Context: an optimization exercise on an open-source flow, tuned for small area. The choices shown serve that exercise and are no tape-out recipe. The RTL was checked by simulation tests, not by an equivalence proof against the original design. Power is estimated from default activity; no workload was simulated.

==> module vga640x480, before the edit <==
module vga640x480(
    input wire i_clk,            
    input wire i_pix_stb,        
    input wire i_rst,            
    output wire o_hs,            
    output wire o_vs,            
    output wire [9:0] o_hx,      
    output wire [9:0] o_v        
    );
    localparam HX_START = 10'd864;    
    localparam HX_LINE  = 10'd640;    
    reg [9:0] hx;
    reg [9:0] v_count;
    assign o_hs = ~((hx >= 10'd880) & (hx < 10'd976));
    assign o_vs = ~((v_count >= 10'd490) & (v_count < 10'd492));
    assign o_hx = hx;
    assign o_v  = v_count;
    wire wrap_h = i_pix_stb & (hx == HX_LINE);
    always @(posedge i_clk)
    begin
        if ((i_rst & ~i_pix_stb) | wrap_h)
            hx <= HX_START;
        else
            hx <= hx + {9'd0, i_pix_stb};
        if (i_pix_stb & (v_count == 10'd525))
            v_count <= 10'd0;
        else if (wrap_h)
            v_count <= v_count + 1'd1;
        else if (i_rst)
            v_count <= 10'd0;
    end
endmodule
Settings: LEC_CHECK=0, CAP_MARGIN=20, CORE_MARGIN=2, CORE_UTILIZATION=40, SLEW_MARGIN=20; clock period 10.0 ns.
standard.sh (not shown) runs the stock make flow with config.mk's settings and CLKGATE_MAP_FILE= SYNTH_SCRIPT=/design/flow/synth_recipe.tcl, a recipe that flattens the netlist after the stock synthesis.
==> flow/flow/run.sh <==
#!/bin/bash
# Own layout flow: the standard synthesis, then an area re-mapping of the logic between the
# registers (reabc.sh), then the standard layout from floorplan to finish.
# Each tool writes its full output to a log of its own in the work folder.
set -euo pipefail
HERE=$(cd "$(dirname "${BASH_SOURCE[0]}")" && pwd)
WORK=$(cd "$HERE/.." && pwd)
cd "$WORK"
YOSYS=$FLOW_HOME/../tools/install/yosys/bin/yosys
[[ -x $YOSYS ]] || YOSYS=yosys
LIB=$FLOW_HOME/platforms/$FLOW_PLATFORM/lib/sky130_fd_sc_hd__tt_025C_1v80.lib
R=$WORK/orfs/results/$FLOW_PLATFORM/blockRunner/base

bash standard.sh synth > "$WORK/flow_1_synth.log" 2>&1
cp "$R/1_2_yosys.v" "$WORK/1_2_yosys.standard.v"
YOSYS=$YOSYS bash "$HERE/reabc.sh" "$WORK/1_2_yosys.standard.v" "$WORK/1_2_yosys.reabc.v" "$LIB" "$FLOW_TOP" "$WORK/flow_2_reabc.log"
cp "$WORK/1_2_yosys.reabc.v" "$R/1_2_yosys.v"
rm -f "$R/1_synth.odb"
# Port buffers as the standard flow places them, but of the smallest buffer cell; a clock tree of
# small buffers without dummy loads.
bash standard.sh finish \
  "BUFFER_PORTS_ARGS=-buffer_cell sky130_fd_sc_hd__buf_1" \
  "CTS_ARGS=-sink_clustering_enable -repair_clock_nets -dont_use_dummy_load -buf_list sky130_fd_sc_hd__clkbuf_8 -root_buf sky130_fd_sc_hd__clkbuf_16 -sink_clustering_size 20 -sink_clustering_max_diameter 60" \
  > "$WORK/flow_3_layout.log" 2>&1
Other scripts of this flow, unchanged in this note and not shown: flow/flow/reabc.sh
The baseline produced a clean layout.
Then changed:
--- a/flow/design.v
+++ b/flow/design.v
@@ -16,17 +16,23 @@
     assign o_hx = hx;
     assign o_v  = v_count;
-    wire wrap_h = i_pix_stb & (hx == HX_LINE);
     always @(posedge i_clk)
     begin
-        if ((i_rst & ~i_pix_stb) | wrap_h)
+        if (i_rst)
+        begin
             hx <= HX_START;
-        else
-            hx <= hx + {9'd0, i_pix_stb};
-        if (i_pix_stb & (v_count == 10'd525))
-            v_count <= 10'd0;
-        else if (wrap_h)
-            v_count <= v_count + 1'd1;
-        else if (i_rst)
             v_count <= 10'd0;
+        end
+        if (i_pix_stb)   
+        begin
+            if (hx == HX_LINE)
+            begin
+                hx <= HX_START;
+                v_count <= v_count + 1'd1;
+            end
+            else
+                hx <= hx + 1'd1;
+            if (v_count == 10'd525)
+                v_count <= 10'd0;
+        end
     end
 endmodule
The changed run finished with timing, DRC and antenna clean.
Combinational power shrinks by 30%.
Final area grows by 0.69%.
Total power shrinks by 8.7%.
Setup slack is worse by 0.20 ns.
Routed wire length grows by 1.3%.

## separate check: timing with driven ports
No port has a modelled driver above. Below, the same layouts with a new extraction and two added sets of constraints.
Step 1, drivers: a clkbuf_16 drives CLK and a buf_2 each remaining input, both assumed.
Step 2, shift: input delay + t, output delay - t, t = (earliest + latest rising clock arrival at the registers) / 2. This alone moves slack from input paths to output paths.
Three values: ideal, step 1, step 2; two values: the first two.
run | t, ns | slack for setup (ns) | worst setup path after step 2 | clock arrival spread, ns | worst slew at a driven data input, ns
the first run | 0.423 | 1.009 / 0.961 / 1.385 | register to output | 0.033 / 0.033 | 0.04
the second run | 0.417 | 0.812 / 0.766 / 1.183 | register to output | 0.039 / 0.039 | 0.03
After both steps every run listed still meets setup and hold.
